Context: an optimization exercise on an open-source flow, tuned for small area and a short achievable clock period. The choices shown serve that exercise and are no tape-out recipe. No run shown here included a check of the RTL's function; only the layout flow was run. Power figures rest on the tool's default switching activity, not on a simulated workload.

==> flow/design.v, too long to show whole: its modules and the start of the top module <==
// module full_adder: 10 lines
// module final_adder: 244 lines
// module fp32_unpacker: 20 lines
// module fp32_aligner: 18 lines
// module wallace_tree_8_inputs: 507 lines
// module fp32_normalizer_rounder: 339 lines
// module fp32_packer: 14 lines
// module fp32_adder_tree_8_inputs: 1363 lines
module fp32_adder_tree_8_inputs (
    input wire clk,
    input wire rst_n,
    input wire [127:0] dvr_fp32addtree8to1_s0,
    input wire [127:0] dvr_fp32addtree8to1_s1,
    input wire [2:0] cru_fp32addtree8to1,
    output wire [127:0] dr_fp32addtree8to1_d
);
  // ...
==> flow/flow/run.sh <==
#!/bin/bash
# Layout flow: ORFS, with two changes to its synthesis script and a setup
# margin for timing repair.
#  - synthesis: Yosys's generic synth step runs without its quick ABC pass, so
#    the full adders written in the RTL reach extract_fa as written (no
#    inverters around them); the final ABC mapping uses flow/abc.script.
#  - layout: standard steps; repair_timing aims at SETUP_SLACK_MARGIN; the
#    port buffers are the platform's smallest buffer.
# Each tool's output goes to ORFS's own logs (orfs/logs/...); make's output to flow.log.
set -euo pipefail
HERE=$(pwd)
FL=$HERE/flow
source $FL/params.sh
sed -e 's#^source \$::env(SCRIPTS_DIR)/synth_preamble.tcl#&\nset abc_args [lreplace $abc_args 1 1 '"$FL"'/abc.script]#' \
    -e 's#synth -top \$::env(DESIGN_NAME) -run fine: {\*}\$synth_full_args#& -noabc#' \
    $FLOW_HOME/scripts/synth.tcl > $HERE/my_synth.tcl
grep -q -- '-noabc' $HERE/my_synth.tcl
grep -q 'abc.script\]' $HERE/my_synth.tcl
sed -e "s#source \$::env(SCRIPTS_DIR)/synth.tcl#source $HERE/my_synth.tcl#" synth_recipe.tcl > my_synth_recipe.tcl
grep -q my_synth.tcl my_synth_recipe.tcl
sed -e "s#SYNTH_SCRIPT=[^ ]*#SYNTH_SCRIPT=$HERE/my_synth_recipe.tcl#" standard.sh > my_standard.sh
grep -q my_synth_recipe.tcl my_standard.sh
export SETUP_SLACK_MARGIN=$MARGIN
# every port still gets a buffer, the smallest one
export BUFFER_PORTS_ARGS="${PORTBUF:--buffer_cell sky130_fd_sc_hd__buf_1}"
bash my_standard.sh finish > flow.log 2>&1
==> flow/flow/abc.script <==
strash
dch
map -B 0.9
topo
mfs
strash
dch
map -B 0.9
topo
mfs
strash
dch
map -B 0.9
topo
stime -c
==> flow/flow/params.sh <==
MARGIN=43

==> flow/standard.sh <==
#!/bin/bash
# synth_recipe.tcl (not shown) runs the flow's synth.tcl, then flattens the netlist and writes it again
# the make line also repeats each setting of config.mk as NAME=value (left out here)
make -C /OpenROAD-flow-scripts/flow DESIGN_CONFIG=/design/flow/config.mk WORK_HOME=/design/flow/orfs CLKGATE_MAP_FILE= SYNTH_SCRIPT=/design/flow/synth_recipe.tcl "${@:-finish}"
==> flow/config.mk <==
export PLATFORM = sky130hd
export DESIGN_NAME = fp32_adder_tree_8_inputs
export DESIGN_NICKNAME = fp32_adder_tree_8_inputs
export VERILOG_FILES = /design/flow/design.v
export SDC_FILE = /design/flow/constraint.sdc
export NUM_CORES = 8
export LEC_CHECK = 0
export ABC_AREA = 1
export CAP_MARGIN = 20
export CORE_MARGIN = 2
export CORE_UTILIZATION = 40
export SLEW_MARGIN = 20
==> flow/constraint.sdc <==
create_clock -name core_clock -period 64.0 [get_ports {clk}]
set_input_delay 12.8000 -clock core_clock [delete_from_list [all_inputs] [get_ports {clk}]]
set_output_delay 12.8000 -clock core_clock [all_outputs]
set_load 0.01 [all_outputs]
==> impl_metrics.tcl, run 1 <==
set metrics [dict create \
    status "complete, no violations" \
    start_kind "primary input" \
    inv_count 535 \
    grt_max_degree 42 \
    antenna_found_initial 8 \
    multi_input_area_share 0.786 \
    buffers 502 \
    die_x_um 290 \
    synth_flop_cell "dfxtp_1" \
    pin_count 389 \
    worst-setup-path-type "in2reg" \
    avgSynthCellArea_um2 5.94 \
    nNetsFinal 6660 \
    final_area_mm2 0.0382 \
    whs_ns 12.19 \
    power_frac_comb 0.933 \
    ir_worst_vdd_v 0.0000812 \
    critical_path_required_ns 64.25 \
    wl_met3_um 11400 \
    setup_viol 0 \
    yosys.area_share.simple 0.374 \
    clock_area_frac 0.00797 \
    worst_slack_ns 43.19 \
    grt_pass1_wl_um 232000 \
    fin_total_pwr_uw 2310 \
    synth_commonest_cells "1,834 x nand2_1, 726 x o21ai_0, 533 x clkinv_1" \
    synth.most_common_cell "nand2_1" \
    cts_sinks 86 \
    top_usage_layer "met2" \
    hold_class "in2async" \
    viasPerCell 5.76 \
    yosys_warnings 1 \
    yosysUniqueCellTypes 47 \
    multiInputGateArea_mm2 0.0300 \
]
==> module fp32_normalizer_rounder, before the edit <==
module fp32_normalizer_rounder (
    input  wire [34:0] mag,
    input  wire [7:0]  exp_in,      
    output wire [30:0] res,         
    output wire        overflow
);
    wire [31:0] lim = (exp_in <= 8'd32) ? (32'd1 << (6'd32 - exp_in[5:0])) : 32'd0;
    wire [63:0] lzv = {mag | {3'b000, lim}, 1'b1, 28'b0};
    wire lz_z0_0 = ~lzv[63];
    wire lz_z0_1 = ~lzv[62];
    wire lz_z0_2 = ~lzv[61];
    wire lz_z0_3 = ~lzv[60];
    wire lz_z0_4 = ~lzv[59];
    wire lz_z0_5 = ~lzv[58];
    wire lz_z0_6 = ~lzv[57];
    wire lz_z0_7 = ~lzv[56];
    wire lz_z0_8 = ~lzv[55];
    wire lz_z0_9 = ~lzv[54];
    wire lz_z0_10 = ~lzv[53];
    wire lz_z0_11 = ~lzv[52];
    wire lz_z0_12 = ~lzv[51];
    wire lz_z0_13 = ~lzv[50];
    wire lz_z0_14 = ~lzv[49];
    wire lz_z0_15 = ~lzv[48];
    wire lz_z0_16 = ~lzv[47];
    wire lz_z0_17 = ~lzv[46];
    wire lz_z0_18 = ~lzv[45];
    wire lz_z0_19 = ~lzv[44];
    wire lz_z0_20 = ~lzv[43];
    wire lz_z0_21 = ~lzv[42];
    wire lz_z0_22 = ~lzv[41];
    wire lz_z0_23 = ~lzv[40];
    wire lz_z0_24 = ~lzv[39];
    wire lz_z0_25 = ~lzv[38];
    wire lz_z0_26 = ~lzv[37];
    wire lz_z0_27 = ~lzv[36];
    wire lz_z0_28 = ~lzv[35];
    wire lz_z0_29 = ~lzv[34];
    wire lz_z0_30 = ~lzv[33];
    wire lz_z0_31 = ~lzv[32];
    wire lz_z0_32 = ~lzv[31];
    wire lz_z0_33 = ~lzv[30];
    wire lz_z0_34 = ~lzv[29];
    wire lz_z0_35 = ~lzv[28];
    wire lz_z0_36 = ~lzv[27];
    wire lz_z0_37 = ~lzv[26];
    wire lz_z0_38 = ~lzv[25];
    wire lz_z0_39 = ~lzv[24];
    wire lz_z0_40 = ~lzv[23];
    wire lz_z0_41 = ~lzv[22];
    wire lz_z0_42 = ~lzv[21];
    wire lz_z0_43 = ~lzv[20];
    wire lz_z0_44 = ~lzv[19];
    wire lz_z0_45 = ~lzv[18];
    wire lz_z0_46 = ~lzv[17];
    wire lz_z0_47 = ~lzv[16];
    wire lz_z0_48 = ~lzv[15];
    wire lz_z0_49 = ~lzv[14];
    wire lz_z0_50 = ~lzv[13];
    wire lz_z0_51 = ~lzv[12];
    wire lz_z0_52 = ~lzv[11];
    wire lz_z0_53 = ~lzv[10];
    wire lz_z0_54 = ~lzv[9];
    wire lz_z0_55 = ~lzv[8];
    wire lz_z0_56 = ~lzv[7];
    wire lz_z0_57 = ~lzv[6];
    wire lz_z0_58 = ~lzv[5];
    wire lz_z0_59 = ~lzv[4];
    wire lz_z0_60 = ~lzv[3];
    wire lz_z0_61 = ~lzv[2];
    wire lz_z0_62 = ~lzv[1];
    wire lz_z0_63 = ~lzv[0];
    wire lz_z1_0 = lz_z0_0 & lz_z0_1;
    wire [0:0] lz_c1_0 = lz_z0_0;
    wire lz_z1_1 = lz_z0_2 & lz_z0_3;
    wire [0:0] lz_c1_1 = lz_z0_2;
    wire lz_z1_2 = lz_z0_4 & lz_z0_5;
    wire [0:0] lz_c1_2 = lz_z0_4;
    wire lz_z1_3 = lz_z0_6 & lz_z0_7;
    wire [0:0] lz_c1_3 = lz_z0_6;
    wire lz_z1_4 = lz_z0_8 & lz_z0_9;
    wire [0:0] lz_c1_4 = lz_z0_8;
    wire lz_z1_5 = lz_z0_10 & lz_z0_11;
    wire [0:0] lz_c1_5 = lz_z0_10;
    wire lz_z1_6 = lz_z0_12 & lz_z0_13;
    wire [0:0] lz_c1_6 = lz_z0_12;
    wire lz_z1_7 = lz_z0_14 & lz_z0_15;
    wire [0:0] lz_c1_7 = lz_z0_14;
    wire lz_z1_8 = lz_z0_16 & lz_z0_17;
    wire [0:0] lz_c1_8 = lz_z0_16;
    wire lz_z1_9 = lz_z0_18 & lz_z0_19;
    wire [0:0] lz_c1_9 = lz_z0_18;
    wire lz_z1_10 = lz_z0_20 & lz_z0_21;
    wire [0:0] lz_c1_10 = lz_z0_20;
    wire lz_z1_11 = lz_z0_22 & lz_z0_23;
    wire [0:0] lz_c1_11 = lz_z0_22;
    wire lz_z1_12 = lz_z0_24 & lz_z0_25;
    wire [0:0] lz_c1_12 = lz_z0_24;
    wire lz_z1_13 = lz_z0_26 & lz_z0_27;
    wire [0:0] lz_c1_13 = lz_z0_26;
    wire lz_z1_14 = lz_z0_28 & lz_z0_29;
    wire [0:0] lz_c1_14 = lz_z0_28;
    wire lz_z1_15 = lz_z0_30 & lz_z0_31;
    wire [0:0] lz_c1_15 = lz_z0_30;
    wire lz_z1_16 = lz_z0_32 & lz_z0_33;
    wire [0:0] lz_c1_16 = lz_z0_32;
    wire lz_z1_17 = lz_z0_34 & lz_z0_35;
    wire [0:0] lz_c1_17 = lz_z0_34;
    wire lz_z1_18 = lz_z0_36 & lz_z0_37;
    wire [0:0] lz_c1_18 = lz_z0_36;
    wire lz_z1_19 = lz_z0_38 & lz_z0_39;
    wire [0:0] lz_c1_19 = lz_z0_38;
    wire lz_z1_20 = lz_z0_40 & lz_z0_41;
    wire [0:0] lz_c1_20 = lz_z0_40;
    wire lz_z1_21 = lz_z0_42 & lz_z0_43;
    wire [0:0] lz_c1_21 = lz_z0_42;
    wire lz_z1_22 = lz_z0_44 & lz_z0_45;
    wire [0:0] lz_c1_22 = lz_z0_44;
    wire lz_z1_23 = lz_z0_46 & lz_z0_47;
    wire [0:0] lz_c1_23 = lz_z0_46;
    wire lz_z1_24 = lz_z0_48 & lz_z0_49;
    wire [0:0] lz_c1_24 = lz_z0_48;
    wire lz_z1_25 = lz_z0_50 & lz_z0_51;
    wire [0:0] lz_c1_25 = lz_z0_50;
    wire lz_z1_26 = lz_z0_52 & lz_z0_53;
    wire [0:0] lz_c1_26 = lz_z0_52;
    wire lz_z1_27 = lz_z0_54 & lz_z0_55;
    wire [0:0] lz_c1_27 = lz_z0_54;
    wire lz_z1_28 = lz_z0_56 & lz_z0_57;
    wire [0:0] lz_c1_28 = lz_z0_56;
    wire lz_z1_29 = lz_z0_58 & lz_z0_59;
    wire [0:0] lz_c1_29 = lz_z0_58;
    wire lz_z1_30 = lz_z0_60 & lz_z0_61;
    wire [0:0] lz_c1_30 = lz_z0_60;
    wire lz_z1_31 = lz_z0_62 & lz_z0_63;
    wire [0:0] lz_c1_31 = lz_z0_62;
    wire lz_z2_0 = lz_z1_0 & lz_z1_1;
    wire [1:0] lz_c2_0 = lz_z1_0 ? {1'b1, lz_c1_1} : {1'b0, lz_c1_0};
    wire lz_z2_1 = lz_z1_2 & lz_z1_3;
    wire [1:0] lz_c2_1 = lz_z1_2 ? {1'b1, lz_c1_3} : {1'b0, lz_c1_2};
    wire lz_z2_2 = lz_z1_4 & lz_z1_5;
    wire [1:0] lz_c2_2 = lz_z1_4 ? {1'b1, lz_c1_5} : {1'b0, lz_c1_4};
    wire lz_z2_3 = lz_z1_6 & lz_z1_7;
    wire [1:0] lz_c2_3 = lz_z1_6 ? {1'b1, lz_c1_7} : {1'b0, lz_c1_6};
    wire lz_z2_4 = lz_z1_8 & lz_z1_9;
    wire [1:0] lz_c2_4 = lz_z1_8 ? {1'b1, lz_c1_9} : {1'b0, lz_c1_8};
    wire lz_z2_5 = lz_z1_10 & lz_z1_11;
    wire [1:0] lz_c2_5 = lz_z1_10 ? {1'b1, lz_c1_11} : {1'b0, lz_c1_10};
    wire lz_z2_6 = lz_z1_12 & lz_z1_13;
    wire [1:0] lz_c2_6 = lz_z1_12 ? {1'b1, lz_c1_13} : {1'b0, lz_c1_12};
    wire lz_z2_7 = lz_z1_14 & lz_z1_15;
    wire [1:0] lz_c2_7 = lz_z1_14 ? {1'b1, lz_c1_15} : {1'b0, lz_c1_14};
    wire lz_z2_8 = lz_z1_16 & lz_z1_17;
    wire [1:0] lz_c2_8 = lz_z1_16 ? {1'b1, lz_c1_17} : {1'b0, lz_c1_16};
    wire lz_z2_9 = lz_z1_18 & lz_z1_19;
    wire [1:0] lz_c2_9 = lz_z1_18 ? {1'b1, lz_c1_19} : {1'b0, lz_c1_18};
    wire lz_z2_10 = lz_z1_20 & lz_z1_21;
    wire [1:0] lz_c2_10 = lz_z1_20 ? {1'b1, lz_c1_21} : {1'b0, lz_c1_20};
    wire lz_z2_11 = lz_z1_22 & lz_z1_23;
    wire [1:0] lz_c2_11 = lz_z1_22 ? {1'b1, lz_c1_23} : {1'b0, lz_c1_22};
    wire lz_z2_12 = lz_z1_24 & lz_z1_25;
    wire [1:0] lz_c2_12 = lz_z1_24 ? {1'b1, lz_c1_25} : {1'b0, lz_c1_24};
    wire lz_z2_13 = lz_z1_26 & lz_z1_27;
    wire [1:0] lz_c2_13 = lz_z1_26 ? {1'b1, lz_c1_27} : {1'b0, lz_c1_26};
    wire lz_z2_14 = lz_z1_28 & lz_z1_29;
    wire [1:0] lz_c2_14 = lz_z1_28 ? {1'b1, lz_c1_29} : {1'b0, lz_c1_28};
    wire lz_z2_15 = lz_z1_30 & lz_z1_31;
    wire [1:0] lz_c2_15 = lz_z1_30 ? {1'b1, lz_c1_31} : {1'b0, lz_c1_30};
    wire lz_z3_0 = lz_z2_0 & lz_z2_1;
    wire [2:0] lz_c3_0 = lz_z2_0 ? {1'b1, lz_c2_1} : {1'b0, lz_c2_0};
    wire lz_z3_1 = lz_z2_2 & lz_z2_3;
    wire [2:0] lz_c3_1 = lz_z2_2 ? {1'b1, lz_c2_3} : {1'b0, lz_c2_2};
    wire lz_z3_2 = lz_z2_4 & lz_z2_5;
    wire [2:0] lz_c3_2 = lz_z2_4 ? {1'b1, lz_c2_5} : {1'b0, lz_c2_4};
    wire lz_z3_3 = lz_z2_6 & lz_z2_7;
    wire [2:0] lz_c3_3 = lz_z2_6 ? {1'b1, lz_c2_7} : {1'b0, lz_c2_6};
    wire lz_z3_4 = lz_z2_8 & lz_z2_9;
    wire [2:0] lz_c3_4 = lz_z2_8 ? {1'b1, lz_c2_9} : {1'b0, lz_c2_8};
    wire lz_z3_5 = lz_z2_10 & lz_z2_11;
    wire [2:0] lz_c3_5 = lz_z2_10 ? {1'b1, lz_c2_11} : {1'b0, lz_c2_10};
    wire lz_z3_6 = lz_z2_12 & lz_z2_13;
    wire [2:0] lz_c3_6 = lz_z2_12 ? {1'b1, lz_c2_13} : {1'b0, lz_c2_12};
    wire lz_z3_7 = lz_z2_14 & lz_z2_15;
    wire [2:0] lz_c3_7 = lz_z2_14 ? {1'b1, lz_c2_15} : {1'b0, lz_c2_14};
    wire lz_z4_0 = lz_z3_0 & lz_z3_1;
    wire [3:0] lz_c4_0 = lz_z3_0 ? {1'b1, lz_c3_1} : {1'b0, lz_c3_0};
    wire lz_z4_1 = lz_z3_2 & lz_z3_3;
    wire [3:0] lz_c4_1 = lz_z3_2 ? {1'b1, lz_c3_3} : {1'b0, lz_c3_2};
    wire lz_z4_2 = lz_z3_4 & lz_z3_5;
    wire [3:0] lz_c4_2 = lz_z3_4 ? {1'b1, lz_c3_5} : {1'b0, lz_c3_4};
    wire lz_z4_3 = lz_z3_6 & lz_z3_7;
    wire [3:0] lz_c4_3 = lz_z3_6 ? {1'b1, lz_c3_7} : {1'b0, lz_c3_6};
    wire lz_z5_0 = lz_z4_0 & lz_z4_1;
    wire [4:0] lz_c5_0 = lz_z4_0 ? {1'b1, lz_c4_1} : {1'b0, lz_c4_0};
    wire lz_z5_1 = lz_z4_2 & lz_z4_3;
    wire [4:0] lz_c5_1 = lz_z4_2 ? {1'b1, lz_c4_3} : {1'b0, lz_c4_2};
    wire lz_z6_0 = lz_z5_0 & lz_z5_1;
    wire [5:0] lz_c6_0 = lz_z5_0 ? {1'b1, lz_c5_1} : {1'b0, lz_c5_0};
    wire [5:0] sh = lz_c6_0;
    wire [34:0] n1 = sh[5] ? {mag[2:0], 32'b0} : mag;
    wire [34:0] n2 = sh[4] ? {n1[18:0], 16'b0} : n1;
    wire [34:0] n3 = sh[3] ? {n2[26:0], 8'b0} : n2;
    wire [34:0] n4 = sh[2] ? {n3[30:0], 4'b0} : n3;
    wire [34:0] n5 = sh[1] ? {n4[32:0], 2'b0} : n4;
    wire [34:0] nn = sh[0] ? {n5[33:0], 1'b0} : n5;
    wire normal = nn[34];
    wire g = nn[10];
    wire r = nn[9];
    wire st = |(mag[8:0] & (9'h1ff >> sh));
    wire rnd = g & (r | st | nn[11]);
    wire [8:0] e3 = {1'b0, exp_in} + 9'd3;
    wire [8:0] e4 = {1'b0, exp_in} + 9'd4;
    wire [8:0] nsh = ~{3'b0, sh};
    wire [8:0] x3, x4;
    wire [6:0] l3 = {1'b0, e3[5:0]} + {1'b0, ~sh} + 7'd1;
    wire [6:0] l4 = {1'b0, e4[5:0]} + {1'b0, ~sh} + 7'd1;
    wire [2:0] h3m = e3[8:6] - 3'd1;
    wire [2:0] h4m = e4[8:6] - 3'd1;
    assign x3 = {l3[6] ? e3[8:6] : h3m, l3[5:0]};
    assign x4 = {l4[6] ? e4[8:6] : h4m, l4[5:0]};
    wire [8:0] t3 = {1'b0, exp_in} - 9'd252;
    wire [8:0] t4 = {1'b0, exp_in} - 9'd251;
    wire ov3 = ~t3[8] & ({3'b0, sh} <= t3);
    wire ov4 = ~t4[8] & ({3'b0, sh} <= t4);
    wire [22:0] mr;
    wire [22:0] mant = nn[33:11];
    wire rn_1 = mant[1] & mant[0];
    wire rn_2 = mant[2] & mant[1];
    wire rn_3 = mant[3] & mant[2];
    wire rn_4 = mant[4] & mant[3];
    wire rn_5 = mant[5] & mant[4];
    wire rn_6 = mant[6] & mant[5];
    wire rn_7 = mant[7] & mant[6];
    wire rn_8 = mant[8] & mant[7];
    wire rn_9 = mant[9] & mant[8];
    wire rn_10 = mant[10] & mant[9];
    wire rn_11 = mant[11] & mant[10];
    wire rn_12 = mant[12] & mant[11];
    wire rn_13 = mant[13] & mant[12];
    wire rn_14 = mant[14] & mant[13];
    wire rn_15 = mant[15] & mant[14];
    wire rn_16 = mant[16] & mant[15];
    wire rn_17 = mant[17] & mant[16];
    wire rn_18 = mant[18] & mant[17];
    wire rn_19 = mant[19] & mant[18];
    wire rn_20 = mant[20] & mant[19];
    wire rn_21 = mant[21] & mant[20];
    wire rn_22 = mant[22] & mant[21];
    wire rn_23 = rn_2 & mant[0];
    wire rn_24 = rn_3 & rn_1;
    wire rn_25 = rn_4 & rn_2;
    wire rn_26 = rn_5 & rn_3;
    wire rn_27 = rn_6 & rn_4;
    wire rn_28 = rn_7 & rn_5;
    wire rn_29 = rn_8 & rn_6;
    wire rn_30 = rn_9 & rn_7;
    wire rn_31 = rn_10 & rn_8;
    wire rn_32 = rn_11 & rn_9;
    wire rn_33 = rn_12 & rn_10;
    wire rn_34 = rn_13 & rn_11;
    wire rn_35 = rn_14 & rn_12;
    wire rn_36 = rn_15 & rn_13;
    wire rn_37 = rn_16 & rn_14;
    wire rn_38 = rn_17 & rn_15;
    wire rn_39 = rn_18 & rn_16;
    wire rn_40 = rn_19 & rn_17;
    wire rn_41 = rn_20 & rn_18;
    wire rn_42 = rn_21 & rn_19;
    wire rn_43 = rn_22 & rn_20;
    wire rn_44 = rn_25 & mant[0];
    wire rn_45 = rn_26 & rn_1;
    wire rn_46 = rn_27 & rn_23;
    wire rn_47 = rn_28 & rn_24;
    wire rn_48 = rn_29 & rn_25;
    wire rn_49 = rn_30 & rn_26;
    wire rn_50 = rn_31 & rn_27;
    wire rn_51 = rn_32 & rn_28;
    wire rn_52 = rn_33 & rn_29;
    wire rn_53 = rn_34 & rn_30;
    wire rn_54 = rn_35 & rn_31;
    wire rn_55 = rn_36 & rn_32;
    wire rn_56 = rn_37 & rn_33;
    wire rn_57 = rn_38 & rn_34;
    wire rn_58 = rn_39 & rn_35;
    wire rn_59 = rn_40 & rn_36;
    wire rn_60 = rn_41 & rn_37;
    wire rn_61 = rn_42 & rn_38;
    wire rn_62 = rn_43 & rn_39;
    wire rn_63 = rn_48 & mant[0];
    wire rn_64 = rn_49 & rn_1;
    wire rn_65 = rn_50 & rn_23;
    wire rn_66 = rn_51 & rn_24;
    wire rn_67 = rn_52 & rn_44;
    wire rn_68 = rn_53 & rn_45;
    wire rn_69 = rn_54 & rn_46;
    wire rn_70 = rn_55 & rn_47;
    wire rn_71 = rn_56 & rn_48;
    wire rn_72 = rn_57 & rn_49;
    wire rn_73 = rn_58 & rn_50;
    wire rn_74 = rn_59 & rn_51;
    wire rn_75 = rn_60 & rn_52;
    wire rn_76 = rn_61 & rn_53;
    wire rn_77 = rn_62 & rn_54;
    wire rn_78 = rn_71 & mant[0];
    wire rn_79 = rn_72 & rn_1;
    wire rn_80 = rn_73 & rn_23;
    wire rn_81 = rn_74 & rn_24;
    wire rn_82 = rn_75 & rn_44;
    wire rn_83 = rn_76 & rn_45;
    wire rn_84 = rn_77 & rn_46;
    assign mr[0] = mant[0] ^ rnd;
    assign mr[1] = mant[1] ^ (rnd & mant[0]);
    assign mr[2] = mant[2] ^ (rnd & rn_1);
    assign mr[3] = mant[3] ^ (rnd & rn_23);
    assign mr[4] = mant[4] ^ (rnd & rn_24);
    assign mr[5] = mant[5] ^ (rnd & rn_44);
    assign mr[6] = mant[6] ^ (rnd & rn_45);
    assign mr[7] = mant[7] ^ (rnd & rn_46);
    assign mr[8] = mant[8] ^ (rnd & rn_47);
    assign mr[9] = mant[9] ^ (rnd & rn_63);
    assign mr[10] = mant[10] ^ (rnd & rn_64);
    assign mr[11] = mant[11] ^ (rnd & rn_65);
    assign mr[12] = mant[12] ^ (rnd & rn_66);
    assign mr[13] = mant[13] ^ (rnd & rn_67);
    assign mr[14] = mant[14] ^ (rnd & rn_68);
    assign mr[15] = mant[15] ^ (rnd & rn_69);
    assign mr[16] = mant[16] ^ (rnd & rn_70);
    assign mr[17] = mant[17] ^ (rnd & rn_78);
    assign mr[18] = mant[18] ^ (rnd & rn_79);
    assign mr[19] = mant[19] ^ (rnd & rn_80);
    assign mr[20] = mant[20] ^ (rnd & rn_81);
    assign mr[21] = mant[21] ^ (rnd & rn_82);
    assign mr[22] = mant[22] ^ (rnd & rn_83);
    wire rn_85 = rnd & rn_84;
    wire cm = rn_85;
    wire [7:0] er = normal ? (cm ? x4[7:0] : x3[7:0]) : {7'b0, cm};
    assign overflow = normal & (cm ? ov4 : ov3);
    assign res = {er, mr};
endmodule
==> run 2: changes to the inputs <==
--- a/flow/design.v
+++ b/flow/design.v
@@ -1011,16 +1011,148 @@
     wire [8:0] e4 = {1'b0, exp_in} + 9'd4;
     wire [8:0] nsh = ~{3'b0, sh};
     wire [8:0] x3, x4;
-    wire [6:0] l3 = {1'b0, e3[5:0]} + {1'b0, ~sh} + 7'd1;
-    wire [6:0] l4 = {1'b0, e4[5:0]} + {1'b0, ~sh} + 7'd1;
-    wire [2:0] h3m = e3[8:6] - 3'd1;
-    wire [2:0] h4m = e4[8:6] - 3'd1;
-    assign x3 = {l3[6] ? e3[8:6] : h3m, l3[5:0]};
-    assign x4 = {l4[6] ? e4[8:6] : h4m, l4[5:0]};
-    wire [8:0] t3 = {1'b0, exp_in} - 9'd252;
-    wire [8:0] t4 = {1'b0, exp_in} - 9'd251;
-    wire ov3 = ~t3[8] & ({3'b0, sh} <= t3);
-    wire ov4 = ~t4[8] & ({3'b0, sh} <= t4);
+    wire xe_1 = e3[0] & nsh[0];
+    wire xe_2 = e3[1] & nsh[1];
+    wire xe_3 = e3[2] & nsh[2];
+    wire xe_4 = e3[3] & nsh[3];
+    wire xe_5 = e3[4] & nsh[4];
+    wire xe_6 = e3[5] & nsh[5];
+    wire xe_7 = e3[6] & nsh[6];
+    wire xe_8 = e3[7] & nsh[7];
+    wire xe_9 = e3[8] & nsh[8];
+    wire xe_10 = e3[0] ^ nsh[0];
+    wire xe_11 = e3[1] ^ nsh[1];
+    wire xe_12 = e3[2] ^ nsh[2];
+    wire xe_13 = e3[3] ^ nsh[3];
+    wire xe_14 = e3[4] ^ nsh[4];
+    wire xe_15 = e3[5] ^ nsh[5];
+    wire xe_16 = e3[6] ^ nsh[6];
+    wire xe_17 = e3[7] ^ nsh[7];
+    wire xe_18 = e3[8] ^ nsh[8];
+    wire xe_19 = xe_1 | (xe_10 & 1'b1);
+    wire xe_20 = xe_2 | (xe_11 & xe_19);
+    wire xe_21 = xe_11 & xe_10;
+    wire xe_22 = xe_3 | (xe_12 & xe_2);
+    wire xe_23 = xe_12 & xe_11;
+    wire xe_24 = xe_4 | (xe_13 & xe_3);
+    wire xe_25 = xe_13 & xe_12;
+    wire xe_26 = xe_5 | (xe_14 & xe_4);
+    wire xe_27 = xe_14 & xe_13;
+    wire xe_28 = xe_6 | (xe_15 & xe_5);
+    wire xe_29 = xe_15 & xe_14;
+    wire xe_30 = xe_7 | (xe_16 & xe_6);
+    wire xe_31 = xe_16 & xe_15;
+    wire xe_32 = xe_8 | (xe_17 & xe_7);
+    wire xe_33 = xe_17 & xe_16;
+    wire xe_34 = xe_9 | (xe_18 & xe_8);
+    wire xe_35 = xe_18 & xe_17;
+    wire xe_36 = xe_22 | (xe_23 & xe_19);
+    wire xe_37 = xe_23 & xe_10;
+    wire xe_38 = xe_24 | (xe_25 & xe_20);
+    wire xe_39 = xe_25 & xe_21;
+    wire xe_40 = xe_26 | (xe_27 & xe_22);
+    wire xe_41 = xe_27 & xe_23;
+    wire xe_42 = xe_28 | (xe_29 & xe_24);
+    wire xe_43 = xe_29 & xe_25;
+    wire xe_44 = xe_30 | (xe_31 & xe_26);
+    wire xe_45 = xe_31 & xe_27;
+    wire xe_46 = xe_32 | (xe_33 & xe_28);
+    wire xe_47 = xe_33 & xe_29;
+    wire xe_48 = xe_34 | (xe_35 & xe_30);
+    wire xe_49 = xe_35 & xe_31;
+    wire xe_50 = xe_40 | (xe_41 & xe_19);
+    wire xe_51 = xe_41 & xe_10;
+    wire xe_52 = xe_42 | (xe_43 & xe_20);
+    wire xe_53 = xe_43 & xe_21;
+    wire xe_54 = xe_44 | (xe_45 & xe_36);
+    wire xe_55 = xe_45 & xe_37;
+    wire xe_56 = xe_46 | (xe_47 & xe_38);
+    wire xe_57 = xe_47 & xe_39;
+    wire xe_58 = xe_48 | (xe_49 & xe_40);
+    wire xe_59 = xe_49 & xe_41;
+    wire xe_60 = xe_58 | (xe_59 & xe_19);
+    wire xe_61 = xe_59 & xe_10;
+    assign x3[0] = xe_10 ^ 1'b1;
+    assign x3[1] = xe_11 ^ xe_19;
+    assign x3[2] = xe_12 ^ xe_20;
+    assign x3[3] = xe_13 ^ xe_36;
+    assign x3[4] = xe_14 ^ xe_38;
+    assign x3[5] = xe_15 ^ xe_50;
+    assign x3[6] = xe_16 ^ xe_52;
+    assign x3[7] = xe_17 ^ xe_54;
+    assign x3[8] = xe_18 ^ xe_56;
+    wire xe_62 = e4[0] & nsh[0];
+    wire xe_63 = e4[1] & nsh[1];
+    wire xe_64 = e4[2] & nsh[2];
+    wire xe_65 = e4[3] & nsh[3];
+    wire xe_66 = e4[4] & nsh[4];
+    wire xe_67 = e4[5] & nsh[5];
+    wire xe_68 = e4[6] & nsh[6];
+    wire xe_69 = e4[7] & nsh[7];
+    wire xe_70 = e4[8] & nsh[8];
+    wire xe_71 = e4[0] ^ nsh[0];
+    wire xe_72 = e4[1] ^ nsh[1];
+    wire xe_73 = e4[2] ^ nsh[2];
+    wire xe_74 = e4[3] ^ nsh[3];
+    wire xe_75 = e4[4] ^ nsh[4];
+    wire xe_76 = e4[5] ^ nsh[5];
+    wire xe_77 = e4[6] ^ nsh[6];
+    wire xe_78 = e4[7] ^ nsh[7];
+    wire xe_79 = e4[8] ^ nsh[8];
+    wire xe_80 = xe_62 | (xe_71 & 1'b1);
+    wire xe_81 = xe_63 | (xe_72 & xe_80);
+    wire xe_82 = xe_72 & xe_71;
+    wire xe_83 = xe_64 | (xe_73 & xe_63);
+    wire xe_84 = xe_73 & xe_72;
+    wire xe_85 = xe_65 | (xe_74 & xe_64);
+    wire xe_86 = xe_74 & xe_73;
+    wire xe_87 = xe_66 | (xe_75 & xe_65);
+    wire xe_88 = xe_75 & xe_74;
+    wire xe_89 = xe_67 | (xe_76 & xe_66);
+    wire xe_90 = xe_76 & xe_75;
+    wire xe_91 = xe_68 | (xe_77 & xe_67);
+    wire xe_92 = xe_77 & xe_76;
+    wire xe_93 = xe_69 | (xe_78 & xe_68);
+    wire xe_94 = xe_78 & xe_77;
+    wire xe_95 = xe_70 | (xe_79 & xe_69);
+    wire xe_96 = xe_79 & xe_78;
+    wire xe_97 = xe_83 | (xe_84 & xe_80);
+    wire xe_98 = xe_84 & xe_71;
+    wire xe_99 = xe_85 | (xe_86 & xe_81);
+    wire xe_100 = xe_86 & xe_82;
+    wire xe_101 = xe_87 | (xe_88 & xe_83);
+    wire xe_102 = xe_88 & xe_84;
+    wire xe_103 = xe_89 | (xe_90 & xe_85);
+    wire xe_104 = xe_90 & xe_86;
+    wire xe_105 = xe_91 | (xe_92 & xe_87);
+    wire xe_106 = xe_92 & xe_88;
+    wire xe_107 = xe_93 | (xe_94 & xe_89);
+    wire xe_108 = xe_94 & xe_90;
+    wire xe_109 = xe_95 | (xe_96 & xe_91);
+    wire xe_110 = xe_96 & xe_92;
+    wire xe_111 = xe_101 | (xe_102 & xe_80);
+    wire xe_112 = xe_102 & xe_71;
+    wire xe_113 = xe_103 | (xe_104 & xe_81);
+    wire xe_114 = xe_104 & xe_82;
+    wire xe_115 = xe_105 | (xe_106 & xe_97);
+    wire xe_116 = xe_106 & xe_98;
+    wire xe_117 = xe_107 | (xe_108 & xe_99);
+    wire xe_118 = xe_108 & xe_100;
+    wire xe_119 = xe_109 | (xe_110 & xe_101);
+    wire xe_120 = xe_110 & xe_102;
+    wire xe_121 = xe_119 | (xe_120 & xe_80);
+    wire xe_122 = xe_120 & xe_71;
+    assign x4[0] = xe_71 ^ 1'b1;
+    assign x4[1] = xe_72 ^ xe_80;
+    assign x4[2] = xe_73 ^ xe_81;
+    assign x4[3] = xe_74 ^ xe_97;
+    assign x4[4] = xe_75 ^ xe_99;
+    assign x4[5] = xe_76 ^ xe_111;
+    assign x4[6] = xe_77 ^ xe_113;
+    assign x4[7] = xe_78 ^ xe_115;
+    assign x4[8] = xe_79 ^ xe_117;
+    wire ov3 = x3 >= 9'd255;
+    wire ov4 = x4 >= 9'd255;
     wire [22:0] mr;
     wire [22:0] mant = nn[33:11];
     wire rn_1 = mant[1] & mant[0];
==> flow/flow/params.sh (replaced) <==
MARGIN=44.5

==> run 2 against run 1 <==
Net effect: still clean on timing, DRC and antenna; critical path depth grew 9; first-iteration DRC count increased by 24%; global-route usage is 2.5 points higher; via count up 8.9%; maximum frequency grew 2.4%; largest cell class unchanged.
==> impl_metrics.tcl, run 2 <==
set metrics [dict create \
    grt_max_degree 47 \
    core_area_mm2 0.0808 \
    cts_sinks 86 \
    vias 44429 \
    setup_viol 0 \
    grt_pass1_wl_um 251000 \
    crit_path_frequent_cell "fa_2" \
    dr.first_iter.drc_count 4816 \
    yosys_warnings 1 \
    synth_nets 6227 \
    fillCellCount 7848 \
    fin_tns_setup_ns 0 \
    hold_class "in2async" \
    overflow 0 \
    drv_cap 0 \
    grt_pass1_vias 41616 \
    dp_hpwl_um 128000 \
    cts_root_buffer "clkbuf_16" \
    routedWlPerCell_um 22.5 \
    pin_count 389 \
    yosysUniqueCellTypes 43 \
    synth-adder-area-share 0.192 \
    hold_viol 0 \
    synth-xor-area-share 0.0783 \
    cp_slowest_cell "fa_1" \
    synth_commonest_cells "1,935 x nand2_1, 695 x o21ai_0, 562 x clkinv_1" \
    cts.htree.levels 3 \
    synth.most_common_cell "nand2_1" \
    power.leakage_uw 0.0185 \
    clkTransAtPathRegs_ns 0.07 \
    top_regs "row_a_q (36), row_b_q (35), emax_q (8)" \
    mostFrequentLayoutCell "nand2_1" \
    avgSynthCellArea_um2 5.85 \
    start_util 0.406 \
    gp_congestion 1.07 \
    use_met1 0.488 \
    fin_crit_sh 0.318 \
    worstPathArrival_ns 20.55 \
    seq_area_frac_synth 0.0527 \
    die_h_um 290 \
    antenna_left 0 \
    synth_edf_count 0 \
    dp_slack_ns 40.63 \
    holdBufCountCts 0 \
    ir_worst_vdd_v 0.0000693 \
    worst_slack_ns 43.68 \
    slowest_delay_ns 0.64 \
    max_slew_margin 0.255 \
    power_density_mw_per_mm2 61.4 \
    final_cell_mix "1,760 x nand2_1, 512 x o21ai_0, 432 x clkinv_1" \
    synthesis.area_mm2 0.0328 \
    period_minus_slack_ns 20.32 \
    antenna_found_initial 7 \
    syn_to_final_growth_pct 43.4 \
    synth_area_leaders "nand2_1 22%, fa_1 14%, o21ai_0 11%" \
    drive_gt1_frac 0.237 \
    status "complete, no violations" \
    cts_made_buffers 9 \
    use_met2 0.608 \
    slew_viol_final 0 \
    routed_wirelength_um 169000 \
    async_flop_share 0.0116 \
    netlist_instances 5601 \
    start_kind "primary input" \
    viasPerCell 5.92 \
    synth_largest_area_cell "nand2_1" \
    critical_path_required_ns 64.23 \
    first_pass_iters 10 \
    top_usage_layer "met2" \
    largest-register "row_a_q" \
    cp_top_family "adder cells" \
    die_area_mm2 0.0843 \
    tritoncts "yes" \
    std_cell_rows 104 \
    cp.buffers_inverters 11 \
    gr-usage-met3 0.0610 \
    nNetsFinal 7060 \
    synth_top_area_frac 0.222 \
    critPathCaptureType "flop" \
    synth_mux_area_frac 0.0296 \
    synth-compound-area-share 0.196 \
    clock_path_buffers 2 \
    worst_slew_pin_slew_ns 1.12 \
    ys_ff_latch 86 \
    cp_max_fo 12 \
    grt_usage 0.381 \
    rsz0062_at_grt "yes" \
    port_buffers 388 \
    die_x_um 290 \
    synth_top_family_by_area "simple AND/OR/NAND/NOR gates" \
    max_clock_freq_mhz 49.2 \
    synth_flop_cell "dfxtp_1" \
    drc 0 \
    yosys.area_share.simple 0.386 \
    worst-setup-path-type "in2reg" \
    largest_reg_flops 36 \
]
run 2: kinds of logic after synthesis:
group,count (synthesis)
compound gates,1128
flops,86
xor+xnor,293
simple gates,3070
mux,97
buf+inv,562
fa+ha+maj,365
run 2: timing repair:
action	CTS	global route
pin swaps	297	157
hold endpoints to repair	0	0
gates cloned	36	7
gates resized for setup	1163	445
setup buffers	237	97
endpoints found under the setup margin	192	192
run 2: how the worst max path moves through the flow:
stage / from / to / slack, ns / depth (start not counted)
finish: dvr_fp32addtree8to1_s1[56] / row_a_q[5] / 43.68 / 43
global route: dvr_fp32addtree8to1_s1[56] / row_a_q[23] / 43.57 / 40
CTS: dvr_fp32addtree8to1_s1[59] / row_a_q[1] / 43.95 / 36
detailed placement: dvr_fp32addtree8to1_s1[107] / row_a_q[1] / 40.63 / 32
global placement: dvr_fp32addtree8to1_s1[107] / row_a_q[1] / 40.60 / 32
floorplan: dvr_fp32addtree8to1_s1[60] / row_a_q[16] / 44.17 / 37
run 2: metrics by stage:
stage | total power, µW | instances | hold WS (ns) | cell area (µm²) | utilization
after floorplan | 1660 | 5601 | 12.50 | 33600 | -
after global placement | 2290 | 7106 | 12.56 | 36800 | 0.456
after detailed placement | 2310 | 7106 | 12.56 | 36900 | 0.456
after CTS | 2610 | 7395 | 12.19 | 44200 | 0.548
after global routing | 3150 | 7500 | 12.20 | 47000 | 0.582
final | 2890 | 7500 | 12.19 | 47000 | 0.582
run 2: where the power goes:
part | switching, µW | total [µW] | internal [µW]
combinational | 1800 | 2720 | 918
clock | 24.7 | 55.6 | 30.9
sequential | 20.2 | 107 | 87.0
run 2: layout make-up:
type	count	area, µm²	area share
repair buffers	789	5870	0.125
well taps	1060	1330	0.0282
flip-flops and latches	86	1740	0.0370
diodes	1	2.50	0.0000532
clock inverters	7	80.1	0.00170
multi-input cells	4975	34600	0.735
clock buffers	9	225	0.00479
inverters	562	3080	0.0656
repair inverters	11	119	0.00253
run 2: per-layer routing:
| layer | wire length (µm) | vias up |
|---|---|---|
| met4 | 12400 | 8 |
| met5 | 91 | - |
| met1 | 66200 | 20506 |
| li1 | - | 20658 |
| met2 | 74700 | 2548 |
| met3 | 15700 | 709 |
==> run 3: changes to the inputs <==
==> flow/flow/params.sh (replaced) <==
MARGIN=43.5

==> run 3 against run 2 <==
Net effect: via count shrank 4.9%; hold slack lost 0.0032 ns; total power shrank 11%; synthesized area is the same; largest power group unchanged; critical path type unchanged; worst setup slack lost 0.060 ns; still clean; final area shrank 14%; clock-buffer cell count is the same; core utilization shrank 8.2 points; synthesized cell count is the same; sequential share of layout area grew 0.58 points; non-clock buffer count shrank 206; clock power shrank 3%.
==> impl_metrics.tcl, run 3 <==
set metrics [dict create \
    port_buffers 388 \
    clock_path_buffers 2 \
    top_regs "row_a_q (36), row_b_q (35), emax_q (8)" \
    slew_viol_final 0 \
    max_clock_freq_mhz 49.1 \
    synth_area_leaders "nand2_1 22%, fa_1 14%, o21ai_0 11%" \
    antenna_left 0 \
    synth.most_common_cell "nand2_1" \
    gp_congestion 1.10 \
    critical_path_required_ns 64.24 \
    avgSynthCellArea_um2 5.85 \
    cp_slowest_cell "fa_1" \
    drc 0 \
    start_util 0.406 \
    grt_usage 0.361 \
    cts_root_buffer "clkbuf_16" \
    first_pass_iters 8 \
    synth_flop_cell "dfxtp_1" \
    core_area_mm2 0.0808 \
    tritoncts "yes" \
    ir_worst_vdd_v 0.0000670 \
    crit_start "dvr_fp32addtree8to1_s1[43]" \
    routedWlPerCell_um 22.2 \
    whs_ns 12.19 \
    cp_top_family "adder cells" \
    largest_reg_flops 36 \
    holdBufCountCts 0 \
    slowest_delay_ns 0.60 \
    overflow 0 \
    die_area_mm2 0.0843 \
    synth_top_area_frac 0.222 \
    drive_gt1_frac 0.114 \
    worst_slew_pin_slew_ns 1.08 \
    viasPerCell 5.81 \
    routed_wirelength_um 162000 \
    mostFrequentLayoutCell "nand2_1" \
    placed_area_mm2 0.0362 \
    final_cell_mix "1,895 x nand2_1, 625 x o21ai_0, 450 x clkinv_1" \
    grt_max_degree 47 \
    grt_pass1_wl_um 236000 \
    largest-register "row_a_q" \
    power_density_mw_per_mm2 63.4 \
    grt_pass1_vias 38878 \
    start_kind "primary input" \
    rsz0062_at_grt "no" \
    dp_slack_ns 40.26 \
    worst_slack_ns 43.62 \
    hold_viol 0 \
    worst-setup-path-type "in2reg" \
    nNetsFinal 6836 \
    critPathCaptureType "flop" \
    synth_commonest_cells "1,935 x nand2_1, 695 x o21ai_0, 562 x clkinv_1" \
    antenna_cells 0 \
    syn_to_final_growth_pct 23.2 \
    ys_ff_latch 86 \
    cts_sinks 86 \
    synthesis.area_mm2 0.0328 \
    worstPathArrival_ns 20.62 \
    status "complete, no violations" \
    synth_edf_count 0 \
    clkTransAtPathRegs_ns 0.07 \
    dp_hpwl_um 131000 \
    seq_area_frac_synth 0.0527 \
    die_x_um 290 \
    pin_count 389 \
    vias 42268 \
    period_minus_slack_ns 20.38 \
    fin_crit_sh 0.318 \
    cts_made_buffers 9 \
    crit_path_frequent_cell "fa_1" \
    synth_nets 6227 \
    cp.buffers_inverters 6 \
    cp_max_fo 16 \
    max_slew_margin 0.274 \
    dr.first_iter.drc_count 4171 \
    std_cell_rows 104 \
    yosysUniqueCellTypes 43 \
    async_flop_share 0.0116 \
    antenna_found_initial 14 \
    yosys_warnings 1 \
    die_h_um 290 \
    power.leakage_uw 0.0160 \
    synth_largest_area_cell "nand2_1" \
    hold_class "in2async" \
    setup_viol 0 \
    final_area_mm2 0.0404 \
    netlist_instances 5601 \
    cts.htree.levels 3 \
    drv_cap 0 \
    fin_tns_setup_ns 0 \
]
-- run 3: cells by family after synthesis --
group           share of synthesized area
xor+xnor                           0.0783
fa+ha+maj                           0.192
mux                                0.0296
simple gates                        0.386
compound gates                      0.196
flops                              0.0527
buf+inv                            0.0644
-- run 3: layout make-up --
type                       count  area [µm²]
clock inverter                 7        72.6
sequential                    86        1730
multi-input combinational   4967       31000
timing repair inverter         1        5.00
fill                        8613       40400
tap                         1060        1330
timing repair buffer         583        3400
inverter                     562        2610
clock buffer                   9         225
-- run 3: final timing paths --
path | end | slack, ns | depth (start not counted)
min | valid_q | 12.19 | 1
max | row_a_q[22] | 43.62 | 38
min in group core_clock | seg_q[0] | 12.53 | 1
max in group asynchronous | valid_q | 51.71 | 1
-- run 3: what timing repair did --
item / 4_1_cts / 5_1_grt
setup buffers: 35 / 94
resized for setup: 435 / 352
setup endpoints to repair: 192 / 192
endpoints found under the hold margin: 0 / 0
gates cloned: 3 / 16
pin swaps: 28 / 86
-- run 3: power by group --
part / total (µW) / internal, µW / leakage (µW) / switching, µW
logic: 2410 / 737 / 0.0151 / 1670
clock network: 53.9 / 27.6 / 0.000143 / 26.3
registers: 98.1 / 86.2 / 0.000725 / 11.9
-- run 3: metal layers --
| metal | share of wire | global-route usage |
|---|---|---|
| met5 | 0.00051 | 0 |
| met4 | 0.066 | 0.185 |
| met3 | 0.079 | 0.0473 |
| met2 | 0.46 | 0.612 |
| met1 | 0.39 | 0.448 |
-- run 3: through the flow --
step,util,std cells,power (µW)
after detailed placement,0.447,7111,2330
after global routing,0.500,7275,2830
after global placement,0.447,7110,2320
after floorplan,-,5601,1650
after CTS,0.473,7165,2430
final,0.500,7275,2560
==> run 4: changes to the inputs <==
==> flow/flow/params.sh (replaced) <==
MARGIN=42.5

==> run 4 against run 3 <==
Net effect: worst setup slack lost 0.94 ns; final cell count shrank 1.5%; critical endpoint is now row_a_q[23]; routed wire length shrank 3.1%; sequential power grew 2%; critical path depth grew 2; flip-flop and latch count is the same; via count shrank 2.1%; maximum frequency shrank 4.4%; first-iteration DRC count shrank 0.77%; still clean; clock-buffer cell count is the same; hold slack lost 0.0033 ns.
==> impl_metrics.tcl, run 4 <==
set metrics [dict create \
    clkTransAtPathRegs_ns 0.07 \
    cts.htree.levels 3 \
    final_cell_mix "1,923 x nand2_1, 686 x o21ai_0, 463 x clkinv_1" \
    cp_max_fo 16 \
    syn_to_final_growth_pct 14.8 \
    top_regs "row_a_q (36), row_b_q (35), emax_q (8)" \
    port_buffers 388 \
    grt_max_degree 47 \
    largest-register "row_a_q" \
    synth_commonest_cells "1,935 x nand2_1, 695 x o21ai_0, 562 x clkinv_1" \
    grt_usage 0.356 \
    critPathCaptureType "flop" \
    std_cell_rows 104 \
    synthesis.area_mm2 0.0328 \
    period_minus_slack_ns 21.32 \
    drive_gt1_frac 0.0634 \
    synth_top_family_by_area "simple AND/OR/NAND/NOR gates" \
    dr.first_iter.drc_count 4139 \
    avgSynthCellArea_um2 5.85 \
    worst_slew_pin_slew_ns 0.920 \
    synth.most_common_cell "nand2_1" \
    pin_count 389 \
    power_switching_uw 1630 \
    slowest_delay_ns 0.56 \
    power.leakage_uw 0.0150 \
    max_clock_freq_mhz 46.9 \
    worst-setup-path-type "in2reg" \
    ir_worst_vdd_v 0.0000724 \
    hold_class "in2async" \
    fillCellCount 8957 \
    synth_area_leaders "nand2_1 22%, fa_1 14%, o21ai_0 11%" \
    fin_total_pwr_uw 2440 \
    routedWlPerCell_um 21.9 \
    fin_crit_sh 0.333 \
    cp_top_family "adder cells" \
    hold_viol 0 \
    worstPathArrival_ns 21.54 \
    cts_sinks 86 \
    seq_area_frac_synth 0.0527 \
    drc 0 \
    whs_ns 12.19 \
    start_kind "primary input" \
    mostFrequentLayoutCell "nand2_1" \
    yosys.area_share.simple 0.386 \
    status "complete, no violations" \
    die_h_um 290 \
    cp_slowest_cell "fa_1" \
    synth_mux_area_frac 0.0296 \
    viasPerCell 5.77 \
    grt_pass1_wl_um 234000 \
    pwr-share-clk 0.022 \
    overflow 0 \
    nNetsFinal 6727 \
    drv_cap 0 \
    finalNonFillerCells 7167 \
    synth-xor-area-share 0.0783 \
    largest_reg_flops 36 \
    dp_slack_ns 39.87 \
    synth-adder-area-share 0.192 \
    first_pass_iters 9 \
    synth_nets 6227 \
    grt_pass1_vias 38877 \
    setup_viol 0 \
    gp_congestion 1.07 \
    dp_hpwl_um 131000 \
    cts_root_buffer "clkbuf_16" \
    critical_path_required_ns 64.22 \
    antenna_left 0 \
    tritoncts "yes" \
    ys_ff_latch 86 \
    synth_edf_count 0 \
    clock_path_buffers 2 \
    routed_wirelength_um 157000 \
    vias 41373 \
    core_area_mm2 0.0808 \
    power_frac_comb 0.937 \
    die_area_mm2 0.0843 \
    netlist_instances 5601 \
    rsz0062_at_grt "no" \
    cp.buffers_inverters 9 \
    power_density_mw_per_mm2 64.9 \
    placedCellCount 7120 \
    async_flop_share 0.0116 \
    yosysUniqueCellTypes 43 \
    start_util 0.406 \
    slew_viol_final 0 \
    synth_top_area_frac 0.222 \
    fin_tns_setup_ns 0 \
    internal_power_uw 808 \
    yosys_warnings 1 \
    max_slew_margin 0.381 \
    synth-compound-area-share 0.196 \
    synth_largest_area_cell "nand2_1" \
    switching_share 0.669 \
    antenna_found_initial 9 \
    p_seq_frac 0.041 \
    cts_made_buffers 9 \
    die_x_um 290 \
    synth_flop_cell "dfxtp_1" \
    worst_slack_ns 42.68 \
]
[run 4: cell counts after synthesis]
No cell type changed its count.
[run 4: through the flow]
| step | utilization | cell area (µm²) |
|---|---|---|
| 2_1_floorplan | - | 32800 |
| 3_3_place_gp | 0.448 | 36200 |
| 3_5_place_dp | 0.448 | 36200 |
| 4_1_cts | 0.457 | 36900 |
| 5_1_grt | 0.466 | 37600 |
| 6_report | 0.466 | 37600 |
[run 4: logic make-up (layout without fill, tap and decap cells)]
group,after synthesis,in the layout
flip-flops,86,86
other,0,1
buffers and inverters,562,1066
AO/OA/AOI/OAI,1128,1128
XOR/XNOR,293,293
adder cells (fa/ha/maj),365,365
multiplexers,97,97
AND/OR/NAND/NOR,3070,3071
[run 4: cell type report]
cell class | count | area, µm² | share of cell area
timing repair buffer | 487 | 2340 | 0.0623
clock inverter | 7 | 78.8 | 0.00210
tap | 1060 | 1330 | 0.0353
clock buffer | 9 | 225 | 0.00599
inverter | 562 | 2340 | 0.0621
sequential | 86 | 1730 | 0.0459
multi-input combinational | 4954 | 29600 | 0.786
timing repair inverter | 1 | 7.51 | 0.000200
antenna | 1 | 2.50 | 0.0000665
[run 4: path summary, 6_finish.rpt]
| check | startpoint | end | slack (ns) | cells after the start |
|---|---|---|---|---|
| min | rst_n | valid_q | 12.19 | 1 |
| max | dvr_fp32addtree8to1_s1[43] | row_a_q[23] | 42.68 | 40 |
| min in group core_clock | cru_fp32addtree8to1[0] | seg_q[0] | 12.53 | 1 |
| max in group asynchronous | rst_n | valid_q | 51.72 | 1 |
[run 4: repair_timing]
action / CTS / global route
gates resized for setup: 173 / 147
setup endpoints to repair: 192 / 192
setup buffers: 10 / 18
cloned: 0 / 2
pin swaps: 6 / 9
hold buffers: 0 / 0
[run 4: metal layers]
| layer | global-route usage | share of wire | vias to the layer above |
|---|---|---|---|
| met3 | 0.0447 | 0.073 | 443 |
| met2 | 0.602 | 0.46 | 1822 |
| met4 | 0.154 | 0.053 | 8 |
| met1 | 0.455 | 0.41 | 19131 |
| li1 | - | - | 19969 |
| met5 | 0 | 0.00029 | - |
[run 4: power by group through the flow]
stage	clock network (µW)	logic, µW	registers (µW)
floorplan	0	1560	93.1
global placement	0	2200	101
detailed placement	0	2220	100
CTS	54.9	2240	99.4
global route	56.2	2570	102
finish	53.2	2290	99.8

[what the ideal ports hide]
In the flow no input, the clock included, has a driving cell. The finished layouts below were timed again as built, in two steps. Step 1, drivers: a clkbuf_16 drives clk and a buf_2 each remaining input, both assumed. Step 2, shift: input delay + t, output delay - t, t = (earliest + latest rising clock arrival at the registers) / 2. This alone moves slack from input paths to output paths. Slacks: ideal ports / drivers / drivers and shift; pairs: ideal ports / drivers.
run	t, ns	setup WS [ns]	worst setup path after step 2	worst data-port slew with drivers (ns)	cell pins on the clock port's net
run 1	0.409	43.187 / 43.219 / 42.810	input to register	0.13	1
run 2	0.395	43.680 / 43.700 / 43.306	input to register	0.16	1
run 3	0.406	43.619 / 43.629 / 43.222	input to register	0.11	1
run 4	0.408	42.675 / 42.708 / 42.300	input to register	0.12	1
After both steps setup and hold are still met in every run listed. The setup slack of run 3, which loses most, moves by +0.010 ns with the drivers and by -0.397 ns with both steps.
